This design comes from an exercise in tuning for small area and a short achievable clock period on the open sky130 flow, not from production work. RTL that was checked went through simulation tests only; none was proved equivalent to the original.

==> wip/willow <==
Design systolic_array_os, start of the top module:
module systolic_array_os #(
    DATA_WIDTH = 16,
    ACC_WIDTH = 64
    )(
    input logic clk,
    input logic rstn,
    input logic acc_en,
    input logic signed [DATA_WIDTH-1:0] data_0_i,
    input logic signed [DATA_WIDTH-1:0] data_1_i,
    input logic signed [DATA_WIDTH-1:0] data_2_i,
    input logic signed [DATA_WIDTH-1:0] data_3_i,
    input logic signed [DATA_WIDTH-1:0] weight_0_i,
    input logic signed [DATA_WIDTH-1:0] weight_1_i,
    input logic signed [DATA_WIDTH-1:0] weight_2_i,
    input logic signed [DATA_WIDTH-1:0] weight_3_i,
    output logic signed [ACC_WIDTH-1:0] acc_res_pe0_o,
    output logic signed [ACC_WIDTH-1:0] acc_res_pe1_o,
    output logic signed [ACC_WIDTH-1:0] acc_res_pe2_o,
    output logic signed [ACC_WIDTH-1:0] acc_res_pe3_o,
    output logic signed [ACC_WIDTH-1:0] acc_res_pe4_o,
    output logic signed [ACC_WIDTH-1:0] acc_res_pe5_o,
    output logic signed [ACC_WIDTH-1:0] acc_res_pe6_o,
    output logic signed [ACC_WIDTH-1:0] acc_res_pe7_o,
    output logic signed [ACC_WIDTH-1:0] acc_res_pe8_o,
    output logic signed [ACC_WIDTH-1:0] acc_res_pe9_o,
    output logic signed [ACC_WIDTH-1:0] acc_res_pe10_o,
    output logic signed [ACC_WIDTH-1:0] acc_res_pe11_o,
    output logic signed [ACC_WIDTH-1:0] acc_res_pe12_o,
    output logic signed [ACC_WIDTH-1:0] acc_res_pe13_o,
    output logic signed [ACC_WIDTH-1:0] acc_res_pe14_o,
    output logic signed [ACC_WIDTH-1:0] acc_res_pe15_o
    );
    logic v1, v2, v3;
    always_ff @(posedge clk or negedge rstn)
        if (!rstn) begin
            v1 <= 1'b0;
            v2 <= 1'b0;
            v3 <= 1'b0;
        end else if (acc_en) begin
            v1 <= 1'b1;
  ...
Settings: LEC_CHECK=0, CAP_MARGIN=20, CORE_MARGIN=2, CORE_UTILIZATION=40, SETUP_SLACK_MARGIN=4.5, SLEW_MARGIN=20; clock period 10.0 ns.
standard.sh (not shown) runs the stock make flow with config.mk's settings and CLKGATE_MAP_FILE= SYNTH_SCRIPT=/design/flow/synth_recipe.tcl, a recipe that flattens the netlist after the stock synthesis.
==> flow/flow/run.sh <==
#!/bin/bash
set -euo pipefail
BUF_CELL=${BUF_CELL:-sky130_fd_sc_hd__buf_1}
sed 's/yosys synth -nofsm -noshare /yosys synth -nofsm -noshare -noabc /' synth_recipe.tcl > noabc_synth.tcl
grep -q -- '-noabc' noabc_synth.tcl
sed "s#SYNTH_SCRIPT=[^ ]*#SYNTH_SCRIPT=$PWD/noabc_synth.tcl#" standard.sh > noabc_standard.sh
grep -q 'noabc_synth.tcl' noabc_standard.sh
bash noabc_standard.sh synth > synth.log 2>&1
export BUFFER_PORTS_ARGS="-buffer_cell $BUF_CELL"
bash standard.sh > layout.log 2>&1
==> wip/onyx (differences from wip/willow) <==
--- a/flow/config.mk
+++ b/flow/config.mk
@@ -8,5 +8,5 @@
 export CAP_MARGIN = 20
 export CORE_MARGIN = 2
 export CORE_UTILIZATION = 40
-export SETUP_SLACK_MARGIN = 4.5
+export SETUP_SLACK_MARGIN = 3.0
 export SLEW_MARGIN = 20
==> qor summary <==
Result of the run: wip/onyx finished clean; wip/willow finished clean
Routed Wire Length: wip/onyx 587,000 um; wip/willow 625,000 um
Via density per instance: wip/onyx 5.26; wip/willow 5.28
Slew at the pin with the worst max-slew slack: wip/onyx 1260 ps; wip/willow 1180 ps
Endpoint of the lowest-slack register-to-register path: wip/onyx pe_13.genblk1.g_mac.u_mac.acc_r[47]; wip/willow pe_7.genblk1.g_mac.u_mac.acc_r[47]
R2R depth: wip/onyx 21; wip/willow 23
Reg-to-reg critical path startpoint: wip/onyx pe_9.weight_o[10]; wip/willow pe_6.data_o[1]
Area of combinational cells with multiple inputs: wip/onyx 0.130 mm2; wip/willow 0.140 mm2
Total number of nets in the final design: wip/onyx 22,905; wip/willow 23,809
Violation count after the first detailed-routing iteration: wip/onyx 9,936; wip/willow 9,401
Share of cells above drive strength 1: wip/onyx 0.0787; wip/willow 0.253
Later-pin clock latency in the skew report: wip/onyx 910 ps; wip/willow 970 ps
Capturing element of the worst setup path: wip/onyx acc_res_pe12_o[22]; wip/willow acc_res_pe12_o[21]
Arrival @ worst endpoint: wip/onyx 4970 ps; wip/willow 4820 ps
Fill cell count: wip/onyx 42,101; wip/willow 39,736
Function was not checked in any run of this note: the RTL went through the layout flow alone.

* * *

==> branch xenon <==
systolic_array_os, a different RTL version from the one above (not shown whole).
==> flow/design.v (excerpt) <==
module systolic_array_os #(
    DATA_WIDTH = 16,
    ACC_WIDTH = 64
    )(
    input logic clk,
    input logic rstn,
    input logic acc_en,
    input logic signed [DATA_WIDTH-1:0] data_0_i,
    input logic signed [DATA_WIDTH-1:0] data_1_i,
    input logic signed [DATA_WIDTH-1:0] data_2_i,
    input logic signed [DATA_WIDTH-1:0] data_3_i,
    input logic signed [DATA_WIDTH-1:0] weight_0_i,
    input logic signed [DATA_WIDTH-1:0] weight_1_i,
    input logic signed [DATA_WIDTH-1:0] weight_2_i,
    input logic signed [DATA_WIDTH-1:0] weight_3_i,
    output logic signed [ACC_WIDTH-1:0] acc_res_pe0_o,
    output logic signed [ACC_WIDTH-1:0] acc_res_pe1_o,
    output logic signed [ACC_WIDTH-1:0] acc_res_pe2_o,
    output logic signed [ACC_WIDTH-1:0] acc_res_pe3_o,
    output logic signed [ACC_WIDTH-1:0] acc_res_pe4_o,
    output logic signed [ACC_WIDTH-1:0] acc_res_pe5_o,
    output logic signed [ACC_WIDTH-1:0] acc_res_pe6_o,
    output logic signed [ACC_WIDTH-1:0] acc_res_pe7_o,
    output logic signed [ACC_WIDTH-1:0] acc_res_pe8_o,
    output logic signed [ACC_WIDTH-1:0] acc_res_pe9_o,
    output logic signed [ACC_WIDTH-1:0] acc_res_pe10_o,
    output logic signed [ACC_WIDTH-1:0] acc_res_pe11_o,
    output logic signed [ACC_WIDTH-1:0] acc_res_pe12_o,
    output logic signed [ACC_WIDTH-1:0] acc_res_pe13_o,
    output logic signed [ACC_WIDTH-1:0] acc_res_pe14_o,
    output logic signed [ACC_WIDTH-1:0] acc_res_pe15_o
    );
export LEC_CHECK = 0
export CAP_MARGIN = 20
export CORE_MARGIN = 2
export CORE_UTILIZATION = 40
export CTS_CLUSTER_DIAMETER = 120
export CTS_CLUSTER_SIZE = 24
export SETUP_SLACK_MARGIN = 4.5
export SLEW_MARGIN = 20
create_clock -name core_clock -period 10.0 [get_ports {clk}]
==> flow/flow/run.sh <==
#!/bin/bash
# Layout flow: the standard flow (standard.sh) with these changes.
#  1. Synthesis maps the RTL's one-bit adder modules (fa_x, ha_x) straight
#     onto the library's full and half adder cells (fa_map.v), before Yosys's
#     "synth" runs, and skips the quick ABC pass inside "synth" (-noabc).
#     The compressor trees then come out exactly as the RTL writes them, and
#     extract_fa only looks for further full adders (-fa): the half adders
#     are all written out, and the ones it would find are parts of other
#     logic that it could only build with inverters around them.
#  3. Every input and output port still gets its own buffer, but a plain
#     buffer cell (BUF_CELL) rather than the delay buffer buffer_ports picks
#     by itself; timing repair resizes them as needed.
# Each tool's output goes to synth.log and layout.log here (and ORFS's own
# logs under orfs/logs).
set -euo pipefail
BUF_CELL=sky130_fd_sc_hd__buf_1
HERE=$PWD
cp flow/abc.script abc.script
cp flow/fa_map.v fa_map.v
{
  echo 'proc synth {args} {'
  echo '  if {[lsearch -exact $args ":fine"] >= 0 && ![info exists ::adders_mapped]} {'
  echo '    set ::adders_mapped 1'
  echo "    yosys techmap -map $HERE/fa_map.v"
  echo '  }'
  echo '  yosys synth -nofsm -noshare -noabc {*}$args'
  echo '}'
  echo 'proc extract_fa {args} { yosys extract_fa -fa {*}$args }'
  echo 'proc abc {args} {'
  echo '  set i [lsearch -exact $args -script]'
  echo "  if {\$i >= 0} { set args [lreplace \$args \$i [expr {\$i+1}] -script $HERE/abc.script] }"
  echo '  yosys abc {*}$args'
  echo '}'
  tail -n +2 synth_recipe.tcl
} > my_synth.tcl
head -1 synth_recipe.tcl | grep -q 'proc synth'
sed "s#SYNTH_SCRIPT=[^ ]*#SYNTH_SCRIPT=$HERE/my_synth.tcl#" standard.sh > my_standard.sh
grep -q 'my_synth.tcl' my_standard.sh
bash my_standard.sh synth > synth.log 2>&1
export BUFFER_PORTS_ARGS="-buffer_cell $BUF_CELL"
bash standard.sh > layout.log 2>&1
==> flow/flow/abc.script <==
strash
dch
map -D 1000
topo
stime -c
buffer -c
upsize -c
dnsize -c
==> flow/flow/fa_map.v <==
// Maps the RTL's one-bit adders (fa_x, ha_x) onto the library's adder cells.
module fa_x (input a, input b, input c, output s, output co);
  sky130_fd_sc_hd__fa_1 _TECHMAP_REPLACE_ (.A(a), .B(b), .CIN(c), .SUM(s), .COUT(co));
endmodule

module ha_x (input a, input b, output s, output co);
  sky130_fd_sc_hd__ha_1 _TECHMAP_REPLACE_ (.A(a), .B(b), .SUM(s), .COUT(co));
endmodule
==> inputs of branch umber, as changes to branch xenon <==
==> flow/flow/abc.script (replaced) <==
strash
dch
map -D 1200
topo
stime -c
buffer -c
upsize -c
dnsize -c
- SETUP_SLACK_MARGIN: 4.5 -> 4.7
- TNS_END_PERCENT: default -> 10
==> flow_summary.ini <==
[outcome]
status = timing/DRC/antenna clean

[die]
rows = 237

[routing]
drt-vias-per-instance = 5.67
wl_met2_um = 268000
drt-wirelength-per-cell_um = 25.1

[final_layout]
fin_area_sq_um = 189000
n_all_inverters = 1155

[worst_setup_path]
r2r.worst_path.cells = 17

[synthesis]
synthXorXnorAreaFrac = 0.134
synth.most_common_cell = xor2_1

[global_route]
met1_usage = 0.344
(the above is from branch umber)
==> flow_summary.ini <==
[outcome]
status = timing/DRC/antenna clean

[synthesis]
synth.most_common_cell = nand2_1
synthXorXnorAreaFrac = 0.122

[routing]
wl_met2_um = 267000
drt-vias-per-instance = 5.67

[final_layout]
n_all_inverters = 1338
fin_area_sq_um = 189000

[global_route]
met1_usage = 0.335
(the above is from branch xenon)

port drivers added, routing unchanged:
How much do the figures lean on ideal ports? The routed layouts below were timed once more, with nothing changed but the port constraints. Step 1 sets driving cells, clkbuf_16 on the clock port and buf_2 on the other inputs (assumed; they add their load-dependent delay and slew). Step 2 adds t to the input delays and takes it off the output delays; t is the mean of the earliest and latest rising clock arrival at the registers after step 1. Input paths then give back, and output paths get back, about the clock's delay inside the block. Three values: ideal ports, drivers, drivers and shift; two values: the first two.
run	t (ns)	setup WS [ns]	hold slack, ns	worst setup path at the end	clock arrival spread, ns
wip/willow	1.044	3.183 / 3.055 / 3.458	0.476 / 0.476 / 0.476	register to register	0.105 / 0.105
wip/onyx	1.011	3.029 / 2.913 / 2.105	0.443 / 0.443 / 0.443	input to register	0.067 / 0.067
branch xenon	1.008	4.551 / 4.480 / 3.541	0.497 / 0.497 / 0.497	input to register	0.085 / 0.085
branch umber	1.035	4.477 / 4.470 / 3.498	0.501 / 0.501 / 0.501	input to register	0.104 / 0.103
After both steps every run listed still meets setup and hold. The setup slack of branch xenon, which loses most, moves by -0.071 ns with the drivers and by -1.010 ns with both steps.
